From an optimization exercise on the open Yosys and OpenROAD flow, aimed at small area; shortcuts taken in it are not production practice. Function was checked by simulation only, so behaviour that the tests miss may differ from the original. Power figures rest on the tool's default switching activity, not on a simulated workload.

## flow/design.v (module list and top-level ports; edited modules follow where they fit)
// module Controller: 797 lines
// module LoadPEMemory: 283 lines
// module SavePEOutput: 77 lines
// module AddressGenerator: 70 lines
// module NNDescriptionTableAccess: 13 lines
// module ControlUnitIntegrated: 385 lines
// module BufMem: 16 lines
// module NeuronArchitecture: 218 lines
// module booth_mac27: 498 lines
module NeuronArchitecture(
  input         clock,
  input         reset,
  input         io_neuron_architecture_in_controller_reset,
  input         io_neuron_architecture_in_interconnect_new_datapoint_ready,
  input         io_neuron_architecture_in_interconnect_load_ready,
  input  [17:0] io_neuron_architecture_in_interconnect_memory_output,
  output [17:0] io_neuron_architecture_out_interconnect_loading_layer,
  output [17:0] io_neuron_architecture_out_interconnect_loading_activation,
  output        io_neuron_architecture_out_interconnect_load_request,
  output [17:0] io_neuron_architecture_out_interconnect_load_read_address,
  output        io_neuron_architecture_out_load_new_data_request,
  output        io_neuron_architecture_out_result_valid,
  output [17:0] io_neuron_architecture_out_result_address,
  output [17:0] io_neuron_architecture_out_result_data
);
  // ...
==> flow/nn_description_table.mem <==
1010
1111
1010
1000
0110
0100
0100
0011
0011
0010
0001
0
0
0
0
0
0
0
0
0
0
0
0
0
0
0
0
0
0
0
0
0
==> flow/sigmoidlut.mem <==
0001000001
0001000001
0001000001
0001000001
0001000001
0001000010
0001000010
0001000010
0001000010
0001000011
0001000011
0001000011
0001000011
0001000100
0001000100
0001000100
0001000100
0001000101
0001000101
0001000101
0001000101
0001000110
0001000110
0001000110
0001000110
0001000111
0001000111
0001000111
0001000111
0001001000
0001001000
0001001000
0001001000
0001001001
0001001001
0001001001
0001001001
0001001010
0001001010
0001001010
0001001010
0001001011
0001001011
0001001011
0001001011
0001001100
0001001100
0001001100
0001001100
0001001101
0001001101
0001001101
0001001101
0001001110
0001001110
0001001110
0001001110
0001001111
0001001111
0001001111
0001001111
0001001111
0001010000
0001010000
0001010000
0001010000
0001010001
0001010001
0001010001
0001010001
0001010010
0001010010
0001010010
0001010010
0001010011
0001010011
0001010011
0001010011
0001010011
0001010100
0001010100
0001010100
0001010100
0001010101
0001010101
0001010101
0001010101
0001010101
0001010110
0001010110
0001010110
0001010110
0001010111
0001010111
0001010111
0001010111
0001010111
0001011000
0001011000
0001011000
0001011000
0001011001
0001011001
0001011001
0001011001
0001011001
0001011010
0001011010
0001011010
0001011010
0001011010
0001011011
0001011011
0001011011
0001011011
0001011011
0001011100
0001011100
0001011100
0001011100
0001011100
0001011101
0001011101
0001011101
0001011101
0001011101
0001011110
0001011110
0001011110
0001011110
0001011110
0001011111
0001011111
0001011111
0001011111
0001011111
0001100000
0001100000
0001100000
0001100000
0001100000
0001100001
0001100001
0001100001
0001100001
0001100001
0001100001
0001100010
0001100010
0001100010
0001100010
0001100010
0001100011
0001100011
0001100011
0001100011
0001100011
0001100011
0001100100
0001100100
0001100100
0001100100
0001100100
0001100101
0001100101
0001100101
0001100101
0001100101
0001100101
0001100110
0001100110
0001100110
0001100110
0001100110
0001100110
0001100111
0001100111
0001100111
0001100111
0001100111
0001100111
0001100111
0001101000
0001101000
0001101000
0001101000
0001101000
0001101000
0001101001
0001101001
0001101001
0001101001
0001101001
0001101001
0001101001
0001101010
0001101010
0001101010
0001101010
0001101010
0001101010
0001101010
0001101011
0001101011
0001101011
0001101011
0001101011
0001101011
0001101011
0001101100
0001101100
0001101100
0001101100
0001101100
0001101100
0001101100
0001101101
0001101101
0001101101
0001101101
0001101101
0001101101
0001101101
0001101101
0001101110
0001101110
0001101110
0001101110
0001101110
0001101110
0001101110
0001101110
0001101111
0001101111
0001101111
0001101111
0001101111
0001101111
0001101111
0001101111
0001101111
0001110000
0001110000
0001110000
0001110000
0001110000
0001110000
0001110000
0001110000
0001110000
0001110001
0001110001
0001110001
0001110001
0001110001
0001110001
0001110001
0001110001
0001110001
0001110010
0001110010
0001110010
0001110010
0001110010
0001110010
0001110010
0001110010
0001110010
0001110010
0001110011
0001110011
0001110011
0001110011
0001110011
0001110011
0001110011
0001110011
0001110011
0001110011
0001110011
0001110100
0001110100
0001110100
0001110100
0001110100
0001110100
0001110100
0001110100
0001110100
0001110100
0001110100
0001110101
0001110101
0001110101
0001110101
0001110101
0001110101
0001110101
0001110101
0001110101
0001110101
0001110101
0001110101
0001110110
0001110110
0001110110
0001110110
0001110110
0001110110
0001110110
0001110110
0001110110
0001110110
0001110110
0001110110
0001110110
0001110111
0001110111
0001110111
0001110111
0001110111
0001110111
0001110111
0001110111
0001110111
0001110111
0001110111
0001110111
0001110111
0001110111
0001110111
0001111000
0001111000
0001111000
0001111000
0001111000
0001111000
0001111000
0001111000
0001111000
0001111000
0001111000
0001111000
0001111000
0001111000
0001111000
0001111000
0001111001
0001111001
0001111001
0001111001
0001111001
0001111001
0001111001
0001111001
0001111001
0001111001
0001111001
0001111001
0001111001
0001111001
0001111001
0001111001
0001111001
0001111001
0001111010
0001111010
0001111010
0001111010
0001111010
0001111010
0001111010
0001111010
0001111010
0001111010
0001111010
0001111010
0001111010
0001111010
0001111010
0001111010
0001111010
0001111010
0001111010
0001111010
0001111010
0001111011
0001111011
0001111011
0001111011
0001111011
0001111011
0001111011
0001111011
0001111011
0001111011
0001111011
0001111011
0001111011
0001111011
0001111011
0001111011
0001111011
0001111011
0001111011
0001111011
0001111011
0001111011
0001111011
0001111011
0001111100
0001111100
0001111100
0001111100
0001111100
0001111100
0001111100
0001111100
0001111100
0001111100
0001111100
0001111100
0001111100
0001111100
0001111100
0001111100
0001111100
0001111100
0001111100
0001111100
0001111100
0001111100
0001111100
0001111100
0001111100
0001111100
0001111100
0001111100
0001111100
0001111100
0001111101
0001111101
0001111101
0001111101
0001111101
0001111101
0001111101
0001111101
0001111101
0001111101
0001111101
0001111101
0001111101
0001111101
0001111101
0001111101
0001111101
0001111101
0001111101
0001111101
0001111101
0001111101
0001111101
0001111101
0001111101
0001111101
0001111101
0001111101
0001111101
0001111101
0001111101
0001111101
0001111101
0001111101
0001111101
0001111101
0001111101
0001111101
0001111110
0001111110
0001111110
0001111110
0001111110
0001111110
0001111110
0001111110
0001111110
0001111110
0001111110
0001111110
0001111110
0001111110
0001111110
0001111110
0001111110
0001111110
0001111110
0001111110
0001111110
0001111110
0001111110
0001111110
0001111110
0001111110
0001111110
0001111110
0001111110
0001111110
0001111110
0001111110
0001111110
0001111110
0000000011
0000000011
0000000011
0000000011
0000000011
0000000011
0000000011
0000000011
0000000011
0000000011
0000000011
0000000011
0000000011
0000000011
0000000011
0000000011
0000000011
0000000011
0000000011
0000000011
0000000011
0000000011
0000000011
0000000011
0000000011
0000000011
0000000011
0000000011
0000000011
0000000011
0000000011
0000000011
0000000011
0000000011
0000000011
0000000100
0000000100
0000000100
0000000100
0000000100
0000000100
0000000100
0000000100
0000000100
0000000100
0000000100
0000000100
0000000100
0000000100
0000000100
0000000100
0000000100
0000000100
0000000100
0000000100
0000000100
0000000100
0000000100
0000000100
0000000100
0000000100
0000000100
0000000100
0000000100
0000000100
0000000100
0000000100
0000000100
0000000100
0000000100
0000000100
0000000100
0000000100
0000000101
0000000101
0000000101
0000000101
0000000101
0000000101
0000000101
0000000101
0000000101
0000000101
0000000101
0000000101
0000000101
0000000101
0000000101
0000000101
0000000101
0000000101
0000000101
0000000101
0000000101
0000000101
0000000101
0000000101
0000000101
0000000101
0000000101
0000000101
0000000101
0000000101
0000000110
0000000110
0000000110
0000000110
0000000110
0000000110
0000000110
0000000110
0000000110
0000000110
0000000110
0000000110
0000000110
0000000110
0000000110
0000000110
0000000110
0000000110
0000000110
0000000110
0000000110
0000000110
0000000110
0000000110
0000000111
0000000111
0000000111
0000000111
0000000111
0000000111
0000000111
0000000111
0000000111
0000000111
0000000111
0000000111
0000000111
0000000111
0000000111
0000000111
0000000111
0000000111
0000000111
0000000111
0000000111
0000001000
0000001000
0000001000
0000001000
0000001000
0000001000
0000001000
0000001000
0000001000
0000001000
0000001000
0000001000
0000001000
0000001000
0000001000
0000001000
0000001000
0000001000
0000001001
0000001001
0000001001
0000001001
0000001001
0000001001
0000001001
0000001001
0000001001
0000001001
0000001001
0000001001
0000001001
0000001001
0000001001
0000001001
0000001010
0000001010
0000001010
0000001010
0000001010
0000001010
0000001010
0000001010
0000001010
0000001010
0000001010
0000001010
0000001010
0000001010
0000001010
0000001011
0000001011
0000001011
0000001011
0000001011
0000001011
0000001011
0000001011
0000001011
0000001011
0000001011
0000001011
0000001011
0000001100
0000001100
0000001100
0000001100
0000001100
0000001100
0000001100
0000001100
0000001100
0000001100
0000001100
0000001100
0000001101
0000001101
0000001101
0000001101
0000001101
0000001101
0000001101
0000001101
0000001101
0000001101
0000001101
0000001110
0000001110
0000001110
0000001110
0000001110
0000001110
0000001110
0000001110
0000001110
0000001110
0000001110
0000001111
0000001111
0000001111
0000001111
0000001111
0000001111
0000001111
0000001111
0000001111
0000001111
0000010000
0000010000
0000010000
0000010000
0000010000
0000010000
0000010000
0000010000
0000010000
0000010001
0000010001
0000010001
0000010001
0000010001
0000010001
0000010001
0000010001
0000010001
0000010010
0000010010
0000010010
0000010010
0000010010
0000010010
0000010010
0000010010
0000010010
0000010011
0000010011
0000010011
0000010011
0000010011
0000010011
0000010011
0000010011
0000010100
0000010100
0000010100
0000010100
0000010100
0000010100
0000010100
0000010100
0000010101
0000010101
0000010101
0000010101
0000010101
0000010101
0000010101
0000010110
0000010110
0000010110
0000010110
0000010110
0000010110
0000010110
0000010111
0000010111
0000010111
0000010111
0000010111
0000010111
0000010111
0000011000
0000011000
0000011000
0000011000
0000011000
0000011000
0000011000
0000011001
0000011001
0000011001
0000011001
0000011001
0000011001
0000011010
0000011010
0000011010
0000011010
0000011010
0000011010
0000011010
0000011011
0000011011
0000011011
0000011011
0000011011
0000011011
0000011100
0000011100
0000011100
0000011100
0000011100
0000011100
0000011101
0000011101
0000011101
0000011101
0000011101
0000011110
0000011110
0000011110
0000011110
0000011110
0000011110
0000011111
0000011111
0000011111
0000011111
0000011111
0000100000
0000100000
0000100000
0000100000
0000100000
0000100000
0000100001
0000100001
0000100001
0000100001
0000100001
0000100010
0000100010
0000100010
0000100010
0000100010
0000100011
0000100011
0000100011
0000100011
0000100011
0000100100
0000100100
0000100100
0000100100
0000100100
0000100101
0000100101
0000100101
0000100101
0000100101
0000100110
0000100110
0000100110
0000100110
0000100110
0000100111
0000100111
0000100111
0000100111
0000100111
0000101000
0000101000
0000101000
0000101000
0000101000
0000101001
0000101001
0000101001
0000101001
0000101010
0000101010
0000101010
0000101010
0000101010
0000101011
0000101011
0000101011
0000101011
0000101100
0000101100
0000101100
0000101100
0000101100
0000101101
0000101101
0000101101
0000101101
0000101110
0000101110
0000101110
0000101110
0000101110
0000101111
0000101111
0000101111
0000101111
0000110000
0000110000
0000110000
0000110000
0000110001
0000110001
0000110001
0000110001
0000110010
0000110010
0000110010
0000110010
0000110010
0000110011
0000110011
0000110011
0000110011
0000110100
0000110100
0000110100
0000110100
0000110101
0000110101
0000110101
0000110101
0000110110
0000110110
0000110110
0000110110
0000110111
0000110111
0000110111
0000110111
0000111000
0000111000
0000111000
0000111000
0000111001
0000111001
0000111001
0000111001
0000111010
0000111010
0000111010
0000111010
0000111011
0000111011
0000111011
0000111011
0000111100
0000111100
0000111100
0000111100
0000111101
0000111101
0000111101
0000111101
0000111110
0000111110
0000111110
0000111110
0000111111
0000111111
0000111111
0000111111
0001000000
0001000000
0001000000
0001000000
==> flow/run.sh <==
#!/bin/bash
# synth_recipe.tcl (not shown) runs the flow's synth.tcl, then flattens the netlist and writes it again
# the make line also repeats each setting of config.mk as NAME=value (left out here)
make -C /OpenROAD-flow-scripts/flow DESIGN_CONFIG=/design/flow/config.mk WORK_HOME=/design/flow/orfs CLKGATE_MAP_FILE= SYNTH_SCRIPT=/design/flow/synth_recipe.tcl finish
==> flow/config.mk <==
export PLATFORM = sky130hd
export DESIGN_NAME = NeuronArchitecture
export DESIGN_NICKNAME = NeuronArchitecture
export VERILOG_FILES = /design/flow/design.v
export SDC_FILE = /design/flow/constraint.sdc
export NUM_CORES = 4
export LEC_CHECK = 0
export CAP_MARGIN = 20
export CORE_MARGIN = 2
export CORE_UTILIZATION = 62
export CTS_CLUSTER_DIAMETER = 100
export CTS_CLUSTER_SIZE = 24
export SLEW_MARGIN = 20
export SYNTH_MEMORY_MAX_BITS = 16384
==> flow/constraint.sdc <==
create_clock -name core_clock -period 12.0 [get_ports {clock}]
set_input_delay 2.4000 -clock core_clock [delete_from_list [all_inputs] [get_ports {clock}]]
set_output_delay 2.4000 -clock core_clock [all_outputs]
set_load 0.01 [all_outputs]
==> results.json, run 1 <==
{
  "status": "complete, no violations",
  "ff_latch_area_mm2": 0.08733,
  "nonClkBufAreaFrac_pct": 2.925,
  "die_w_um": 489.6,
  "initial_core_util_pct": 62.23,
  "synthMuxAreaShare_pct": 2.295,
  "max_stage_delay_ns": 0.96,
  "reg2regPathDepth": 25,
  "dieArea_mm2": 0.2398,
  "place_area_mm2": 0.1523,
  "r2r_start": "rap[0]",
  "place_inst": 14050,
  "antenna_found_initial": 45,
  "synthXorXnorAreaFrac_pct": 3.828,
  "whs_ns": 0.4276,
  "design.seq.count": 2987,
  "dp_hpwl_um": 350000,
  "worstSetupEndpoint": "acc1_3[9]",
  "gr-total-overflow": 0,
  "layout_common_cells": "edfxtp_1 (2749), a22oi_1 (938), inv_1 (740)",
  "drt_iter0_markers": 19040,
  "yosys-top-cells-area": "edfxtp_1 (56%), fa_1 (6.5%), a22oi_1 (4.8%)",
  "power_leader": "sequential cells",
  "num_antenna_cells": 33,
  "yosysWarnings": 7,
  "post_cts_buffers": 0
}
==> module SavePEOutput, before the edit <==
module SavePEOutput(
  input         clock,
  input         reset,
  input         io_save_pe_output_in_save_data_request,
  input  [17:0] io_save_pe_output_in_current_buffer_memory_pointer,
  input  [17:0] io_save_pe_output_in_PE_outputs_0,
  input  [17:0] io_save_pe_output_in_PE_outputs_1,
  input  [17:0] io_save_pe_output_in_PE_outputs_2,
  input  [17:0] io_save_pe_output_in_PE_outputs_3,
  output        io_save_pe_output_out_save_data_complete,
  output        io_save_pe_output_out_buffer_memory_write_enable,
  output [17:0] io_save_pe_output_out_buffer_memory_write_address,
  output [17:0] io_save_pe_output_out_buffer_memory_write_data,
  output [1:0]  io_save_stage
);
  reg [2:0] current_save_stage;  
  reg [1:0] curr_state;  
  reg  save_data_complete;  
  reg [3:0] buffer_memory_pointer;  
  reg [1:0] max_iter;  
  wire [17:0] _max_iter_T_1 = 18'h4 - 18'h1;  
  wire [17:0] _current_save_stage_T_1 = current_save_stage + 18'h1;  
  wire [17:0] _io_save_pe_output_out_buffer_memory_write_address_T_1 = buffer_memory_pointer + current_save_stage;  
  wire [17:0] _GEN_5 = io_save_pe_output_in_PE_outputs_0;
  assign io_save_stage = current_save_stage[1:0];
  wire  _GEN_6 = current_save_stage == max_iter | save_data_complete;  
  wire [1:0] _GEN_8 = ~io_save_pe_output_in_save_data_request ? 2'h0 : curr_state;  
  wire [17:0] _GEN_15 = 2'h1 == curr_state ? _io_save_pe_output_out_buffer_memory_write_address_T_1 : 18'h0;  
  wire [17:0] _GEN_16 = 2'h1 == curr_state ? _GEN_5 : 18'h0;  
  assign io_save_pe_output_out_save_data_complete = save_data_complete;  
  assign io_save_pe_output_out_buffer_memory_write_enable = 2'h0 == curr_state ? 1'h0 : 2'h1 == curr_state;  
  assign io_save_pe_output_out_buffer_memory_write_address = 2'h0 == curr_state ? 18'h0 : _GEN_15;  
  assign io_save_pe_output_out_buffer_memory_write_data = 2'h0 == curr_state ? 18'h0 : _GEN_16;  
  always @(posedge clock) begin
    if (reset) begin  
      current_save_stage <= 18'h0;  
    end else if (2'h0 == curr_state) begin  
      current_save_stage <= 18'h0;  
    end else if (2'h1 == curr_state) begin  
      current_save_stage <= _current_save_stage_T_1;  
    end
    if (reset) begin  
      curr_state <= 2'h0;  
    end else if (2'h0 == curr_state) begin  
      if (io_save_pe_output_in_save_data_request) begin  
        curr_state <= 2'h1;  
      end
    end else if (2'h1 == curr_state) begin  
      if (current_save_stage == max_iter) begin  
        curr_state <= 2'h2;  
      end
    end else if (2'h2 == curr_state) begin  
      curr_state <= _GEN_8;
    end
    if (reset) begin  
      save_data_complete <= 1'h0;  
    end else if (2'h0 == curr_state) begin  
      save_data_complete <= 1'h0;  
    end else if (2'h1 == curr_state) begin  
      save_data_complete <= _GEN_6;
    end else if (2'h2 == curr_state) begin  
      save_data_complete <= io_save_pe_output_in_save_data_request;  
    end
    if (reset) begin  
      buffer_memory_pointer <= 18'h0;  
    end else if (2'h0 == curr_state) begin  
      if (io_save_pe_output_in_save_data_request) begin  
        buffer_memory_pointer <= io_save_pe_output_in_current_buffer_memory_pointer;  
      end
    end
    if (reset) begin  
      max_iter <= 18'h0;  
    end else if (2'h0 == curr_state) begin  
      max_iter <= _max_iter_T_1;  
    end
  end
endmodule
==> run 2: changes to the inputs <==
--- a/flow/design.v
+++ b/flow/design.v
@@ -55,17 +55,17 @@
   reg [3:0] loading_activations_1;  
   reg [3:0] loading_activations_2;  
   reg [3:0] loading_activations_3;  
   reg  weight_buffer_load_request;  
   reg [3:0] curr_state;  
   reg [3:0] current_layer;  
   reg [3:0] iteration_layer;  
   reg [3:0] loading_layer;  
-  reg [3:0] max_layer;  
+  wire [3:0] max_layer = 4'd10;
   reg [3:0] current_layer_total_activations;  
   reg [3:0] current_layer_current_activation;  
   reg [3:0] current_layer_next_activation;  
   reg [3:0] current_buffer_memory_pointer;  
   reg [3:0] current_loading_activation;  
   reg [3:0] next_loading_activation;  
   reg [3:0] loading_layer_total_activations;  
   reg [4:0] current_layer_max_computations;  
@@ -666,23 +666,16 @@
     end else if (!(4'h0 == curr_state)) begin  
       if (!(4'h1 == curr_state)) begin  
         if (!(4'h2 == curr_state)) begin  
           loading_layer <= _GEN_308;
         end
       end
     end
     if (reset) begin  
-      max_layer <= 18'h0;  
-    end else if (!(4'h0 == curr_state)) begin  
-      if (4'h1 == curr_state) begin  
-        max_layer <= io_controller_in_nn_description_table_input;  
-      end
-    end
-    if (reset) begin  
       current_layer_total_activations <= 18'h0;  
     end else if (!(4'h0 == curr_state)) begin  
       if (!(4'h1 == curr_state)) begin  
         if (!(4'h2 == curr_state)) begin  
           current_layer_total_activations <= _GEN_307;
         end
       end
     end
@@ -1092,17 +1085,17 @@
   output [17:0] io_save_pe_output_out_buffer_memory_write_address,
   output [17:0] io_save_pe_output_out_buffer_memory_write_data,
   output [1:0]  io_save_stage
 );
   reg [2:0] current_save_stage;  
   reg [1:0] curr_state;  
   reg  save_data_complete;  
   reg [3:0] buffer_memory_pointer;  
-  reg [1:0] max_iter;  
+  wire [1:0] max_iter = 2'd3;
   wire [17:0] _max_iter_T_1 = 18'h4 - 18'h1;  
   wire [17:0] _current_save_stage_T_1 = current_save_stage + 18'h1;  
   wire [17:0] _io_save_pe_output_out_buffer_memory_write_address_T_1 = buffer_memory_pointer + current_save_stage;  
   wire [17:0] _GEN_5 = io_save_pe_output_in_PE_outputs_0;
   assign io_save_stage = current_save_stage[1:0];
   wire  _GEN_6 = current_save_stage == max_iter | save_data_complete;  
   wire [1:0] _GEN_8 = ~io_save_pe_output_in_save_data_request ? 2'h0 : curr_state;  
   wire [17:0] _GEN_15 = 2'h1 == curr_state ? _io_save_pe_output_out_buffer_memory_write_address_T_1 : 18'h0;  
@@ -1143,21 +1136,16 @@
     end
     if (reset) begin  
       buffer_memory_pointer <= 18'h0;  
     end else if (2'h0 == curr_state) begin  
       if (io_save_pe_output_in_save_data_request) begin  
         buffer_memory_pointer <= io_save_pe_output_in_current_buffer_memory_pointer;  
       end
     end
-    if (reset) begin  
-      max_iter <= 18'h0;  
-    end else if (2'h0 == curr_state) begin  
-      max_iter <= _max_iter_T_1;  
-    end
   end
 endmodule
 module AddressGenerator(
   input         clock,
   input         reset,
   input  [1:0]  io_address_generator_in_memoryUnits_0,
   input  [1:0]  io_address_generator_in_memoryUnits_1,
   input  [1:0]  io_address_generator_in_memoryUnits_2,
==> flow/config.mk (replaced) <==
export PLATFORM = sky130hd
export DESIGN_NAME = NeuronArchitecture
export DESIGN_NICKNAME = NeuronArchitecture
export VERILOG_FILES = /design/flow/design.v
export SDC_FILE = /design/flow/constraint.sdc
export NUM_CORES = 4
export LEC_CHECK = 0
export CAP_MARGIN = 20
export CORE_MARGIN = 2
export CORE_UTILIZATION = 40
export CTS_CLUSTER_DIAMETER = 100
export CTS_CLUSTER_SIZE = 24
export SLEW_MARGIN = 20
export SYNTH_MEMORY_MAX_BITS = 16384
==> run 2 against run 1 <==
Sequential power is essentially flat. Largest cell class unchanged. First-iteration DRC count is 12% lower. Synthesized cell count fell by 0.68%. Final cell count up 10%. Clock skew rose by 0.056 ns.
==> results.json, run 2 <==
{
  "crit_arrival_ns": 11.12,
  "skew_ns": 0.1263,
  "synth_top_area_share_pct": 56.57,
  "fmax_mhz": 95.60,
  "start_kind": "flip-flop",
  "drt-pass1-iter-count": 9,
  "leakagePower_nw": 48.49,
  "r2r_start": "rap[2]",
  "drc": 0,
  "drt_iter0_markers": 16730,
  "grt_pass1_wl_um": 759200,
  "first_global_vias": 98630,
  "dieArea_mm2": 0.3697,
  "synth-seq-area-share_pct": 59.77,
  "yosysMostFrequentCell": "edfxtp_1",
  "cts-buffers-inserted": 158,
  "synthArstFlopShare_pct": 0,
  "cts_root_buf": "clkbuf_16",
  "yosysWarnings": 7,
  "dp_hpwl_um": 339200,
  "setup_viol": 0,
  "post_cts_resized": 0,
  "grt_max_degree": 102,
  "finalCritPeriodShare_pct": 87.17,
  "finalSetupTns_ns": 0,
  "synth.ff_latch_count": 2982,
  "wirelength_um": 547200,
  "slew_violations": 0,
  "grt.total_usage_pct": 28.70,
  "synth_top_area_cell": "edfxtp_1",
  "whs_path_depth": 0,
  "clkTransAtPathRegs_ns": 0.10,
  "max_slew_margin_pct": 13.19,
  "cts_hold_buf": 0,
  "core_area_mm2": 0.3628,
  "insertion_delay_ns": 0.96,
  "rrSetupSlack_ns": 1.54,
  "synth_edf_count": 2749,
  "power_density_mw_per_mm2": 173.0,
  "antenna_found_initial": 23,
  "drive_gt1_share_pct": 9.137,
  "hp-class": "flip-flop to flip-flop",
  "gr-total-overflow": 0,
  "tightest_slew_ns": 1.301,
  "dominantRegCellSynth": "edfxtp_1",
  "yosys-top-cells-area": "edfxtp_1 (57%), fa_1 (6.6%), a22oi_1 (3.8%)",
  "use_met2_pct": 43.55,
  "end_kind": "flip-flop",
  "rr_endpoint": "acc1_2[9]",
  "routedWlPerCell_um": 34.71,
  "status": "complete, no violations",
  "ir_drop_v": 0.0002841,
  "synth_area_mm2": 0.1459,
  "worstSetupPathType": "flip-flop to flip-flop",
  "ys_types": 110,
  "place.gp.congestion": 0.9444,
  "layout_common_cells": "edfxtp_1 (2749), inv_1 (740), a22oi_1 (734)",
  "io_buffers": 50,
  "syn-instance-count": 11080,
  "post_cts_buffers": 0,
  "hp-start": "control_unit.controller.write_memoryUnits_2[1]",
  "hold_viol_final": 0,
  "grt_most_used_layer": "met2",
  "num_rows": 221,
  "synthToLayoutAreaGrowth_pct": 8.375,
  "maxCapViolations": 0,
  "syn_avg_cell_area_um2": 13.17,
  "clockBufferDepth": 4,
  "die_y_um": 608.0,
  "reg2regPathDepth": 27,
  "min_period_ns": 10.46,
  "ios": 116,
  "required_ns": 12.66,
  "cts_tree": "yes",
  "viasPerCell": 6.473,
  "num_vias": 102000,
  "crit_fanout": 59,
  "use_met3_pct": 7.287,
  "cts.htree.levels": 4,
  "die_w_um": 608.0,
  "initial_core_util_pct": 40.22,
  "clock_sinks": 2982,
  "synth_commonest_cells": "edfxtp_1 (2749), inv_1 (741), a22oi_1 (735), nor2_1 (640), nand2_1 (503)",
  "whs_ns": 0.4316,
  "mostFrequentLayoutCell": "edfxtp_1",
  "grt_util_met1_pct": 37.80,
  "antenna_left": 0,
  "fill_cells": 32540,
  "rsz0062_at_grt": "no",
  "finalNetCount": 11690
}
-- run 2: changes by cell type in the layout (fill, tap and decap cells not counted), moves of 39 or more --
cell and delta:
nor2_4 +39, xor2_1 +80, xnor2_1 -82, buf_4 -87, o22ai_1 +109, a22o_1 +60, a22oi_1 -204
-- run 2: per-stage QoR --
| stage | instance area (um2) | power [mW] | setup slack, ns | instances | util [%] |
|---|---|---|---|---|---|
| after floorplan | 146200 | 18.35 | 3.489 | 11140 | - |
| after global placement | 153500 | 21.26 | 2.012 | 15530 | 42.30 |
| after detailed placement | 153500 | 21.36 | 2.037 | 15530 | 42.31 |
| after CTS | 158100 | 27.25 | 1.992 | 15750 | 43.58 |
| after global routing | 158100 | 28.63 | 1.476 | 15750 | 43.58 |
| final | 158100 | 27.36 | 1.540 | 15760 | 43.59 |
-- run 2: how the worst max path moves through the flow --
stage               cells after the start       from  slack [ns]        end
finish                                 27     rap[2]        1.54  acc1_2[9]
global route                           29     rap[0]        1.48   acc0[26]
CTS                                    29     rap[0]        1.99   acc0[26]
detailed placement                     29     rap[0]        2.04   acc0[26]
global placement                       27     rap[2]        2.01  acc1_2[9]
floorplan                              29  flip-flop        3.49  acc1_2[9]
-- run 2: critical path, cell delays in order, from the launching register on --
cell and delay (ns):
dfxtp_4 0.74, buf_4 0.57, nor4b_4 0.12, buf_12 0.29, nand2_1 0.19, o21ai_0 0.35
a221oi_1 0.38, o21ai_0 0.20, o21ai_0 0.96, nand3_1 0.65, mux2_2 0.49, o22ai_1 0.16
nand2_1 0.12, fa_1 0.58, fa_1 0.45, fa_1 0.55, inv_1 0.06, fa_1 0.45
ha_1 0.37, a21o_1 0.19, a21o_1 0.17, a21o_1 0.16, a221oi_1 0.59, o21ai_0 0.26
a41o_1 0.32, a21o_1 0.18, a21oi_1 0.15, xnor3_1 0.41
-- run 2: where the power goes --
part	internal [mW]	switching, mW	total, mW
registers	11.5	0.00670	11.5
clock network	2.56	3.46	6.02
logic	3.68	6.14	9.81
total	17.8	9.60	27.4
-- run 2: kinds of logic (layout without fill, tap and decap cells) --
logic type | Yosys count | in the layout | synth area share, %
AOI/OAI and AO/OA | 2977 | 2977 | 14.59
xor gates and xnor gates | 633 | 633 | 3.876
adders and majority gates | 772 | 772 | 9.079
buffers and inverters | 1608 | 1422 | 4.693
DFF | 2982 | 2982 | 59.77
muxes | 285 | 285 | 2.173
other | 1 | 77 | 0.002570
and+or+nand+nor | 1820 | 1820 | 5.819
-- run 2: final cells by class --
class | instances | area, um2 | share of cell area [%]
Sequential cell | 2982 | 87230 | 55.16
Inverter | 747 | 2806 | 1.775
Multi-Input combinational cell | 6552 | 53680 | 33.94
Timing Repair Buffer | 455 | 3825 | 2.419
Tap cell | 4794 | 5998 | 3.793
Clock buffer | 189 | 4091 | 2.587
Clock inverter | 31 | 485.5 | 0.3070
Antenna cell | 12 | 30.03 | 0.01899
-- run 2: metal layers --
layer | routed length (um) | part of all wire [%]
met2 | 239100 | 44
met4 | 35690 | 6.5
met5 | 141 | 0.026
met1 | 202200 | 37
met3 | 70000 | 13

afterwards: timing with drivers on the ports:
Ports are ideal in the flow. The routed layouts listed here were re-timed in OpenROAD. Step 1, drivers: a clkbuf_16 drives clock and a buf_2 each remaining input, both assumed. Step 2, shift: input delay + t, output delay - t, t = (earliest + latest rising clock arrival at the registers) / 2. This alone moves slack from input paths to output paths. a / b / c = no drivers / after step 1 / after step 2; a / b = the first two.
run | t, ns | slack for setup (ns) | worst setup path after step 2 | latest minus earliest clock arrival (ns) | worst data-port slew with drivers (ns)
run 1 | 0.953 | 0.856 / 0.856 / 0.856 | register to register | 0.072 / 0.071 | 0.07
run 2 | 1.003 | 1.540 / 1.540 / 1.540 | register to register | 0.126 / 0.126 | 0.10
After both steps every run listed still meets setup and hold.
